This design comes from an exercise in tuning for small area and a short achievable clock period on the open sky130 flow, not from production work.
In this exercise RTL edits were held to simulation tests only and were not proved equivalent to the original.
No activity file was given, so power comes from the tool's default toggle rates.

===== flow/run.sh =====
#!/bin/bash
# synth_recipe.tcl (not shown) runs the flow's synth.tcl, then flattens the netlist and writes it again
# the make line also repeats each setting of config.mk as NAME=value (left out here)
make -C /OpenROAD-flow-scripts/flow DESIGN_CONFIG=/design/flow/config.mk WORK_HOME=/design/flow/orfs CLKGATE_MAP_FILE= SYNTH_SCRIPT=/design/flow/synth_recipe.tcl finish

===== flow/config.mk =====
export PLATFORM = sky130hd
export DESIGN_NAME = smips_core
export DESIGN_NICKNAME = smips_core
export VERILOG_FILES = /design/flow/design.v
export SDC_FILE = /design/flow/constraint.sdc
export NUM_CORES = 4
export LEC_CHECK = 0
export CAP_MARGIN = 20
export CORE_MARGIN = 2
export CORE_UTILIZATION = 40
export SLEW_MARGIN = 20

===== flow/constraint.sdc =====
create_clock -name core_clock -period 11.0 [get_ports {clk}]
set_input_delay 2.2000 -clock core_clock [delete_from_list [all_inputs] [get_ports {clk}]]
set_output_delay 2.2000 -clock core_clock [all_outputs]
set_load 0.01 [all_outputs]

===== flow/design.v =====
module alu(
    input  [3:0]  ctl,
    input  [31:0] data_1,
    input  [31:0] data_2,
    output reg [31:0] res,
    output zero
);
    always @ * begin
        case(ctl)
            4'b0010: res = data_1 + data_2;
            4'b0110: res = data_1 - data_2;
            4'b0000: res = data_1 & data_2;
            4'b0001:  res = data_1 | data_2;
            4'b1100: res = ~(data_1 | data_2);
            default: res = 32'b0;
        endcase
    end
    assign zero = res == 32'd0;
endmodule
module alu_control(
    input [1:0] alu_op,
    input [5:0] funct,
    output reg [3:0] alu_ctrl
);
    always @ * begin
        case(alu_op)
            2'b00: alu_ctrl = 4'b0010;  
            2'b01: alu_ctrl = 4'b0110;  
            2'b10: begin  
                case(funct)
                    6'b100000: alu_ctrl = 4'b0010;
                    6'b100010: alu_ctrl = 4'b0110;
                    6'b100100: alu_ctrl = 4'b0000;
                    6'b100101: alu_ctrl = 4'b0001;
                    6'b101010: alu_ctrl = 4'b0111;
                    default: alu_ctrl = 4'b0;
                endcase
            end
            default: alu_ctrl = 4'b0;
        endcase
    end
endmodule
module control_unit(
    input [5:0] operation,
    output reg [1:0] alu_op,
    output reg reg_dst,
    output reg branch,
    output reg mem_read,
    output reg mem_write,
    output reg mem_to_reg,
    output reg alu_src,
    output reg reg_write_enable
);
    always @ *
        case(operation)
            6'b000000: reg_dst = 1'b1;
            default:   reg_dst = 1'b0;
        endcase
    always @ *
        case(operation)
            6'b000100:    branch = 1'b1;
            default: branch = 1'b0;
        endcase
    always @ *
        case(operation)
            6'b100011:     mem_read = 1'b1;
            default: mem_read = 1'b0;
        endcase
    always @ *
        case(operation)
            6'b101011:     mem_write = 1'b1;
            default: mem_write = 1'b0;
        endcase
    always @ *
        case(operation)
            6'b100011:     mem_to_reg = 1'b1;
            default: mem_to_reg = 1'b0;
        endcase
    always @ *
        case(operation)
            6'b100011:     alu_src = 1'b1;
            6'b101011:     alu_src = 1'b1;
            default: alu_src = 1'b0;
        endcase
    always @ *
        case(operation)
            6'b000000: reg_write_enable = 1'b1;
            6'b100011:       reg_write_enable = 1'b1;
            default:   reg_write_enable = 1'b0;
        endcase
    always @ *
        case(operation)
            6'b000000: alu_op = 2'b10;
            6'b000100:      alu_op = 2'b01;
            default:   alu_op = 2'b00;
        endcase
endmodule
module sign_extend(
    input [15:0] in,
    output [31:0] out
);
    assign out = { {16{in[15]}}, in[15:0] };
endmodule
module program_sequencer(
    input clk,
    input reset,
    input pc_src,
    input [31:0] branch_target,
    output [31:0] i_addr
);
    reg [31:0] pc;
    wire [31:0] pc_incr;
    assign pc_incr = pc + 4;
    always @(posedge clk) begin
        if(reset == 1'b1)
            pc <= 32'd0;
        else
            case(pc_src)
                1'b0: pc <= pc_incr;
                1'b1: pc <= pc_incr + (branch_target << 2);
                default: pc <= pc_incr;
            endcase
    end
    assign i_addr = pc;
endmodule
module register_file(
    input clk,
    input reset,
    input write_enable,
    input [4:0] reg_1, reg_2, write_reg,
    input [31:0] write_data,
    output reg [31:0] data_1, data_2
);
    reg [31:0] reg_file [31:0];
    integer i;  
    always @(posedge clk) begin
        if(reset == 1'b1) begin
            for(i=0; i<32; i=i+1)
                reg_file[i] <= 32'd0;
            data_1 <= 32'd0;
            data_2 <= 32'd0;
        end else begin
            data_1 <= reg_file[reg_1];
            data_2 <= reg_file[reg_2];
            if(write_enable) begin
                reg_file[write_reg] <= write_data;
            end
        end
    end
endmodule
module smips_core(
    input clk,
    input reset,
    output [31:0] imem_addr,
    input  [31:0] imem_rdata,
    output [31:0] dmem_addr,
    output [31:0] dmem_wdata,
    output        dmem_we,
    input  [31:0] dmem_rdata
);
    wire [3:0] alu_ctrl;
    wire [1:0] alu_op;
    wire alu_src;
    wire reg_dst;
    wire pc_src;
    wire reg_write_enable, ram_write_enable;
    wire write_back_select;
    wire branch;
    wire zero;
    wire ram_read_enable;  
    wire [31:0] i_addr, instruction;
    wire [31:0] data_1, alu_res;
    wire [31:0] ram_data_out;
    wire [31:0] reg_data_2;
    wire [31:0] branch_target;
    wire [5:0]  alu_funct;
    assign instruction  = imem_rdata;
    assign ram_data_out = dmem_rdata;
    assign imem_addr    = i_addr;
    assign dmem_addr    = alu_res;
    assign dmem_wdata   = reg_data_2;
    assign dmem_we      = ram_write_enable;
    assign alu_funct = instruction[5:0];
    assign pc_src = branch & zero;
    reg [31:0] reg_write_data;
    always @ * begin
        case(write_back_select)
            1'b0: reg_write_data = alu_res;
            1'b1: reg_write_data = ram_data_out;
            default: reg_write_data = alu_res;
        endcase
    end
    reg [4:0] reg_write_reg;
    always @ * begin
        case(reg_dst)
            1'b0: reg_write_reg = instruction[20:16];
            1'b1: reg_write_reg = instruction[15:11];
            default: reg_write_reg = instruction[15:11];
        endcase
    end
    reg [31:0] alu_data_2;
    always @ * begin
        case(alu_src)
            1'b0: alu_data_2 = reg_data_2;
            1'b1: alu_data_2 = branch_target;  
            default: alu_data_2 = reg_data_2;
        endcase
    end
    sign_extend jump_extend(
        .in(instruction[15:0]),
        .out(branch_target)
    );
    alu_control alu_controller(
        .alu_op(alu_op),
        .funct(alu_funct),
        .alu_ctrl(alu_ctrl)
    );
    alu alu(
        .ctl(alu_ctrl),
        .data_1(data_1),
        .data_2(alu_data_2),
        .res(alu_res),
        .zero(zero)
    );
    register_file reg_file(
        .clk(clk),
        .reset(reset),
        .reg_1(instruction[25:21]),
        .reg_2(instruction[20:16]),
        .write_reg(reg_write_reg),
        .write_data(reg_write_data),
        .write_enable(reg_write_enable),
        .data_1(data_1),
        .data_2(reg_data_2)
    );
    program_sequencer prog_seq(
        .clk(clk),
        .reset(reset),
        .pc_src(pc_src),
        .branch_target(branch_target),
        .i_addr(i_addr)
    );
    control_unit ctrl_unit(
        .operation(instruction[31:26]),
        .alu_op(alu_op),
        .reg_dst(reg_dst),
        .branch(branch),
        .mem_read(ram_read_enable),
        .mem_write(ram_write_enable),
        .mem_to_reg(write_back_select),
        .alu_src(alu_src),
        .reg_write_enable(reg_write_enable)
    );
endmodule

==> results of run 1 <==
cells by family (layout without fill, tap and decap cells):
family,after synthesis,in the layout
AO/OA/AOI/OAI,354,354
flip-flops,1118,1118
multiplexers,762,762
buffers and inverters,436,576
other,1,2
adder cells (fa/ha/maj),66,66
AND/OR/NAND/NOR,1564,1564
XOR/XNOR,96,96
path summary, 6_finish.rpt:
check / cells after the start / slack [ns] / to
min: 3 / 0.66 / prog_seq.pc[31]
max: 21 / 0.54 / dmem_addr[31]
min reg2reg: 3 / 0.66 / prog_seq.pc[31]
max reg2reg: 24 / 3.90 / prog_seq.pc[31]
critical path, stage by stage:
cell,delay [ns]
clkdlybuf4s50_1,0.41
or3_1,0.44
or4_1,0.50
nor4_1,0.22
o21ai_0,0.19
or3_4,0.44
a21o_1,0.25
o41ai_2,0.45
nand2_1,0.09
o211ai_1,0.21
o21ai_0,0.18
ha_1,0.40
a21oi_2,0.30
and3_1,0.20
nand3_1,0.16
a31oi_1,0.31
o21ai_0,0.19
xnor2_1,0.18
o221ai_1,0.19
buf_4,0.18
clkdlybuf4s50_1,0.54
power breakdown:
group	total (W)	internal, W	switching [W]
registers	0.00489	0.00478	0.000109
logic	0.00251	0.000890	0.00162
clock network	0.00400	0.00222	0.00178
total	0.0114	0.00789	0.00351
cell usage after synthesis (40+ instances only):
cell,count
nand3_1,41
xnor2_1,58
nor3_1,42
a21oi_1,101
ha_1,64
nand2b_1,40
mux4_2,640
buf_1,61
clkbuf_1,330
nand2_1,115
nor2_1,1220
mux2i_1,116
o21ai_0,65
edfxtp_1,1024
dfxtp_1,94
sequential cells by signal (all words and copies together), names as in the netlist:
signal and flops:
reg_file.reg_file 1024, reg_file.data_2 32, reg_file.data_1 32, prog_seq.pc 30
repair_timing:
action                                  in CTS  in global routing
setup buffers                                0                  0
gates resized for setup                      0                  5
endpoints found under the setup margin       0                 10
hold buffers                                 0                  0
cell type report:
class,instances,area [sq um],share of cell area [%]
Inverter,36,140,0.204
Timing Repair Buffer,319,3000,4.36
Tap cell,2016,2520,3.67
Clock buffer,153,3120,4.54
Multi-Input combinational cell,2844,26700,38.8
Sequential cell,1118,32600,47.4
Clock inverter,68,699,1.02
metrics by stage:
step | instances | util (%)
3_5_place_dp | 6331 | 43.3
4_1_cts | 6552 | 45.8
5_1_grt | 6554 | 45.9
6_report | 6554 | 45.9
3_3_place_gp | 6326 | 43.2
2_1_floorplan | 4398 | -
metal layers:
metal	vias to the layer above	routed length, um	track usage (%)
met5	-	17	0
met4	2	10300	11.9
met3	459	24100	5.70
met2	2658	97100	42.1
met1	21700	82500	38.3
li1	16900	-	-
==> results by group, run 1 <==
Outcome
  – Status: no timing/DRC/antenna violations

Flow run
  – Max Cap Viol: 0

Layout
  – Nets: 4567
  – Layout cells sized above 1: between 20 and 25%
  – Most frequent cells in the layout: 1218 x nor2_1, 1024 x edfxtp_1, 640 x mux4_2
  – Post-route cell area: 68800 sq um
  – Synthesis-to-layout area growth: 13.9%
  – Most common cell after layout, fill and taps aside: nor2_1
  – Fillers: 13300
  – Ant diodes: 0

Clocking
  – Num CTS Buffers: 116
  – Clock sinks: 1118
  – CTS max path bufs: 3
  – Root Buffer: clkbuf_16
  – Clock slew at reported path FFs: 0.06 ns
  – Clock latency on the worst-skew pair: 0.78 ns
  – H-tree Lvls: 3
  – CTS tree: built

Synthesis
  – Sequential area share after synthesis: 54.0%
  – #FFs+latches synth: 1118
  – Post-synthesis cell type count: 77
  – Simple-Gate Fraction of Synth Area: 10.6%
  – Number of synthesized flops with an enable pin: 1024
  – Largest family of logic cells by synthesized area: multiplexers
  – Asr flop ratio synth: 0%
  – Synth Area in Compound Gates: under 10%
  – Yosys top cell by area: edfxtp_1
  – Ranking of synthesized cells by area: edfxtp_1 51%, mux4_2 24%, nor2_1 7.6%, dfxtp_1 3.1%, clkbuf_1 2.1%
  – Post-Synth XOR/XNOR Area: 1.39%
  – Post-synthesis adder-cell area fraction: 1.39%
  – Share of the synthesized area in the top cell type: 50.9%
  – Post-Syn Area per Cell: 13.7 sq um
  – Main synth FF type: edfxtp_1
  – Mapped Area: 60400 sq um
  – Post-synthesis mux area share: 25.9%
  – Synth Instances: 4397
  – YS warnings: 6

Route
  – First-pass iteration count of the detailed router: 8
  – Total Wirelength: ~210 mm
  – DRT iter0 DRCs: approximately 6000
  – Post-DRT Antenna Nets: 0
  – Via density: 6.37
  – Routed len/inst: 32.6 um
  – DRC Markers: 0
  – Via count: 41700

Power
  – Final Power: 0.0114 W
  – Power per cell area: 166 nW/um^2
  – LEAKAGE: around 24 nW
  – Max VDD drop: 0.150 mV

Timing
  – Final worst-path cycle share: between 90% and 100%
  – Worst setup margin: 0.541 ns
  – RSZ-0062 raised after global routing: false
  – Final Max Tran Viols: 0
  – Max-slew headroom: 21.9%
  – Final hold slack: 0.657 ns
  – Setup violations, final: 0
  – Setup TNS: 0 ns
  – Fmax: 0.0956 GHz
  – Min Clock Period, post-route: 10.46 ns
  – Fin. Hold Viols: 0
  – Worst Tran Pin Value: 1.16 ns
  – Worst Clk Skew: 0.0548 ns

Critical path
  – Critical path fanouts, max: 7
  – Crit. End Element: output port
  – Worst EP required: about 8.8 ns
  – WS Path Type: in2out
  – Crit Reg-Reg Startpoint: reg_file.data_2[3]
  – Setup crit start kind: input port
  – Worst EP arrival: just over 8 ns
  – Worst Setup SP: imem_rdata[2]

Die
  – Core area: ~150000 sq um
  – # IOs: between 150 and 200
  – Height of the die: 393 um
  – Site row count: roughly 140
  – Total Die Area: about 150000 sq um
  – Die width: 393 um
  – Initial Util: 40.3%

Placement
  – Hpwl dp: between 100 and 150 mm
  – Gp weighted congestion: 0.954
  – PortBufs: 160
  – DP Area: around 65000 sq um
  – Pre-CTS setup slack: 0.174 ns

Global route
  – Tot GR Track Use: between 20 and 30%
  – Largest net degree at the start of global routing: around 130
  – Vias in the first global route: 40100
  – GRT Residual Overflow: 0
  – Initial antenna violation count: 3
  – Global-route wire length before repair: 300 mm

Hold path
  – Worst Hold Class: reg2reg
  – Hold path startpoint: prog_seq.pc[31]
==> inputs of run 2 (changes only) <==
==> flow/design.v (replaced) <==
module smips_core(
    input clk,
    input reset,
    output [31:0] imem_addr,
    input  [31:0] imem_rdata,
    output [31:0] dmem_addr,
    output [31:0] dmem_wdata,
    output        dmem_we,
    input  [31:0] dmem_rdata
);
    wire [5:0]  op    = imem_rdata[31:26];
    wire [4:0]  rs    = imem_rdata[25:21];
    wire [4:0]  rt    = imem_rdata[20:16];
    wire [4:0]  rd    = imem_rdata[15:11];
    wire [5:0]  funct = imem_rdata[5:0];
    wire [31:0] imm   = {{16{imem_rdata[15]}}, imem_rdata[15:0]};
    reg  [31:0] A, B;
    reg  [29:0] pc;      
    wire is_r   = op == 6'b000000;
    wire is_lw  = op == 6'b100011;
    wire is_sw  = op == 6'b101011;
    wire is_beq = op == 6'b000100;
    wire f_add  = funct == 6'b100000;
    wire f_sub  = funct == 6'b100010;
    wire f_and  = funct == 6'b100100;
    wire f_or   = funct == 6'b100101;
    wire f_slt  = funct == 6'b101010;
    wire sel_addi = is_lw | is_sw;
    wire sel_sub  = is_beq | (is_r & f_sub);
    wire sel_or   = is_r & f_or;
    wire sel_and  = is_r & ~(f_add | f_sub | f_or | f_slt);
    wire sel_add  = (is_r & f_add) | ~(is_r | sel_addi | is_beq);
    wire [31:0] y_add  = A + B;
    wire [31:0] y_sub  = A - B;
    wire [31:0] y_addi = A + imm;
    wire [31:0] y = ({32{sel_add}}  & y_add)
                  | ({32{sel_sub}}  & y_sub)
                  | ({32{sel_and}}  & (A & B))
                  | ({32{sel_or}}   & (A | B))
                  | ({32{sel_addi}} & y_addi);
    assign imem_addr  = {pc, 2'b00};
    assign dmem_addr  = y;
    assign dmem_wdata = B;
    assign dmem_we    = is_sw;
    wire taken = is_beq & (A == B);
    wire [29:0] pc_next = pc + (taken ? imm[29:0] : 30'd0) + 30'd1;
    always @(posedge clk)
        if (reset) pc <= 30'd0;
        else       pc <= pc_next;
    wire        we = is_r | is_lw;
    wire [4:0]  wa = is_r ? rd : rt;
    wire [31:0] wd = reset ? 32'd0 : (is_lw ? dmem_rdata : y);
    reg  [31:0] rf [0:31];
    genvar g;
    generate
        for (g = 0; g < 32; g = g + 1) begin : regs
            wire wen = reset | (we & (wa == g));
            always @(posedge clk)
                if (wen) rf[g] <= wd;
        end
    endgenerate
    always @(posedge clk) begin
        if (reset) begin
            A <= 32'd0;
            B <= 32'd0;
        end else begin
            A <= rf[rs];
            B <= rf[rt];
        end
    end
endmodule
==> results by group, run 2 <==
Outcome
  – Status: no timing/DRC/antenna violations

Route
  – DRC Markers: 0
  – Routed len/inst: 42.0 um
  – Via count: 47800
  – Via density: around 7.6
  – Post-DRT Antenna Nets: 0
  – Total Wirelength: 265 mm
  – DRT iter0 DRCs: 10500
  – First-pass iteration count of the detailed router: 8

Power
  – Logic pwr share: 16.3%
  – Power per cell area: 183 nW/um^2
  – LEAKAGE: 21.7 nW
  – Internal: 0.00789 W
  – Sw frac: 30.1%
  – NetSw: between 0.003 and 0.004 W
  – Sequential share of power: 50.4%
  – Clk pwr share: 33.3%
  – Max VDD drop: 0.146 mV

Layout
  – Most common cell after layout, fill and taps aside: edfxtp_1
  – Largest reg by FF count: rf
  – Biggest regs: rf x1024, A x32, B x32
  – Multi-input gate area: between 20000 and 25000 sq um
  – Post-route cell area: a little over 60000 sq um
  – Layout cells sized above 1: 10.8%
  – Synthesis-to-layout area growth: 15.1%
  – Nets: 4677
  – Register area: 32600 sq um
  – Max FFs per register: 1024
  – Finished Layout Cells: 6319
  – Fillers: 11800
  – Most frequent cells in the layout: 1024 x edfxtp_1, 374 x a22oi_1, 310 x a221oi_1

Synthesis
  – YS warnings: 2
  – Post-Syn Area per Cell: ~12 sq um
  – Mapped Area: 53700 sq um
  – Sequential area share after synthesis: approximately 61%
  – Share of the synthesized area in the top cell type: 57.3%
  – Ranking of synthesized cells by area: edfxtp_1 57%, a22oi_1 5.2%, a221oi_1 5.1%, a22o_1 4.9%, ha_1 3.6%
  – Asr flop ratio synth: 0%
  – Number of synthesized flops with an enable pin: 1024
  – Main synth FF type: edfxtp_1
  – Yosys top cell by area: edfxtp_1
  – Synth Instances: between 4000 and 5000
  – Post-synthesis cell type count: 95
  – Synth top cells by count: 1024 x edfxtp_1, 374 x a22oi_1, 310 x a221oi_1, 310 x nor2_1, 298 x a22o_1
  – #FFs+latches synth: 1118
  – Count leader, synth: edfxtp_1

Critical path
  – Critical path fanouts, max: 11
  – Buf/Inv on CP: 2
  – Setup crit start kind: input port
  – CP endpoint: dmem_addr[30]
  – Crit. End Element: output port
  – Cells along the critical path: clkdlybuf4s50_1 -> or4_4 -> a311oi_2 -> a2111oi_0 -> a21boi_0 -> a22o_1 -> a21oi_1 -> o311ai_1 -> a32oi_1 -> o21ai_0 -> clkdlybuf4s50_1
  – Worst EP arrival: around 6.6 ns
  – WS Path Type: in2out
  – Critical path's slowest cell: clkdlybuf4s50_1
  – CP delay by family, top: compound AO/OA/AOI/OAI gates
  – Crit Reg-Reg Startpoint: B[14]
  – Cell repeated most along the worst path: clkdlybuf4s50_1
  – Worst EP required: 8.80 ns
  – R2R depth: 17
  – Worst R2R Setup Slack: 4.95 ns
  – FF-to-FF End: pc[24]
  – CP peak stage delay: 0.79 ns
  – Worst Setup SP: imem_rdata[29]
  – Levels on crit path: 11

Clocking
  – Setup bufs post-CTS: 0
  – Clock sinks: 1118
  – Num CTS Buffers: 109
  – Post-CTS Hold Buffers: 0
  – Clock slew at reported path FFs: 0.07 ns
  – CTS tree: built
  – CTS resizes: 0
  – CTS max path bufs: 3
  – H-tree Lvls: 3
  – Clock latency on the worst-skew pair: between 0.7 and 0.8 ns
  – Root Buffer: clkbuf_16

Global route
  – Global-route wire length before repair: between 300 and 400 mm
  – Largest net degree at the start of global routing: 100
  – Initial antenna violation count: 18
  – GRT Residual Overflow: 0
  – Tot GR Track Use: 37.4%
  – Vias in the first global route: 43900

Hold path
  – Worst Hold Class: reg2reg
  – Worst Hold Path Cells: 2

Die
  – # IOs: 163
  – Site row count: 134
  – Initial Util: 40.3%
  – Die width: 370 um
  – Height of the die: about 370 um
  – Core area: 133000 sq um
  – Total Die Area: 137000 sq um

Placement
  – DP Area: 58200 sq um
  – Hpwl dp: 143 mm
  – PortBufs: 160
  – Number of instances in the placed design: 6109
  – Gp weighted congestion: ~0.97

Timing
  – Worst Clk Skew: 0.0585 ns
  – Setup violations, final: 0
  – Worst Tran Pin Value: between 1 and 1.5 ns
  – Fin. Hold Viols: 0
  – Max-slew headroom: 16.4%
  – RSZ-0062 raised after global routing: false
  – Final Max Tran Viols: 0
  – Min Clock Period, post-route: roughly 9 ns
  – Final worst-path cycle share: roughly 80%
  – Fmax: 0.114 GHz
  – Setup TNS: 0 ns

Flow run
  – Max Cap Viol: 0
==> run 2: through the flow <==
stage / setup slack, ns / utilization [%] / total power [W] / hold slack, ns
after floorplan: 4.28 / - / 0.00655 / 0.509
after global placement: 2.28 / 43.7 / 0.00748 / 0.524
after detailed placement: 2.30 / 43.7 / 0.00749 / 0.530
after CTS: 2.30 / 46.3 / 0.0112 / 0.549
after global routing: 2.03 / 46.3 / 0.0115 / 0.582
final: 2.22 / 46.4 / 0.0113 / 0.547
==> run 2: cell families (layout without fill, tap and decap cells) <==
kind of cell | after synthesis | after routing | synth area share [%]
other | 1 | 10 | 0.00698
muxes | 8 | 8 | 0.149
DFF | 1118 | 1118 | 60.8
xor gates and xnor gates | 54 | 54 | 0.881
and+or+nand+nor | 1046 | 1046 | 9.49
buffers and inverters | 400 | 616 | 2.93
adders and majority gates | 159 | 159 | 3.76
AOI/OAI and AO/OA | 1540 | 1540 | 22.0
==> run 2: power by group through the flow <==
| stage | Clock [W] | Sequential (W) | Combinational [W] |
|---|---|---|---|
| after detailed placement | 0 | 0.00575 | 0.00174 |
| after CTS | 0.00375 | 0.00566 | 0.00174 |
| after global placement | 0 | 0.00575 | 0.00173 |
| after global routing | 0.00391 | 0.00572 | 0.00189 |
| after floorplan | 0 | 0.00563 | 0.000915 |
| final | 0.00376 | 0.00569 | 0.00184 |
==> run 2: per-layer routing <==
layer | GRT usage (%) | part of all wire, % | wire, um
met5 | 0.175 | 0.082 | 218
met4 | 24.3 | 8.5 | 22700
met3 | 16.4 | 17 | 46400
met2 | 53.7 | 41 | 108000
met1 | 45.5 | 33 | 87800
==> run 2: area by class of cell <==
type | count | share of cell area [%]
inverters | 107 | 0.650
repair buffers | 307 | 4.38
flip-flops and latches | 1118 | 52.8
multi-input cells | 2809 | 32.9
diodes | 8 | 0.0324
clock buffers | 128 | 4.67
clock inverters | 74 | 1.02
well taps | 1768 | 3.58
==> run 2: worst min-delay path by stage <==
| stage | from | to | slack (ns) |
|---|---|---|---|
| final | rf[0][4] | B[4] | 0.55 |
| after global routing | rf[0][13] | A[13] | 0.58 |
| after CTS | rf[0][4] | B[4] | 0.55 |
| after detailed placement | rf[0][4] | B[4] | 0.53 |
| after global placement | rf[0][24] | A[24] | 0.52 |
| after floorplan | rf[0][0] | A[0] | 0.51 |
==> run 2: tightest hold or removal path, stage by stage, from the launching register on <==
cell      delay [ns]
edfxtp_1        0.35
nor2_1          0.05
nor3_1          0.11

afterwards: timing with drivers on the ports:
Ports are ideal in the flow. The routed layouts listed here were re-timed in OpenROAD. Step 1 assumes that a clkbuf_16 drives the clock port and a buf_2 every other input. Step 2 also shifts input and output timing later by t, the mid clock arrival at the registers, as if the neighbouring blocks saw the same clock. Three values: ideal, step 1, step 2; two values: the first two.
run	shift t [ns]	slack for setup (ns)	hold slack, ns	worst setup path after step 2
run 1	0.830	0.541 / 0.512 / 0.512	0.657 / 0.657 / 0.657	input to output
run 2	0.831	2.216 / 2.180 / 2.180	0.547 / 0.547 / 0.547	input to output
After both steps every run listed still meets setup and hold. The setup slack of run 2, which loses most, moves by -0.036 ns with the drivers and by -0.036 ns with both steps.
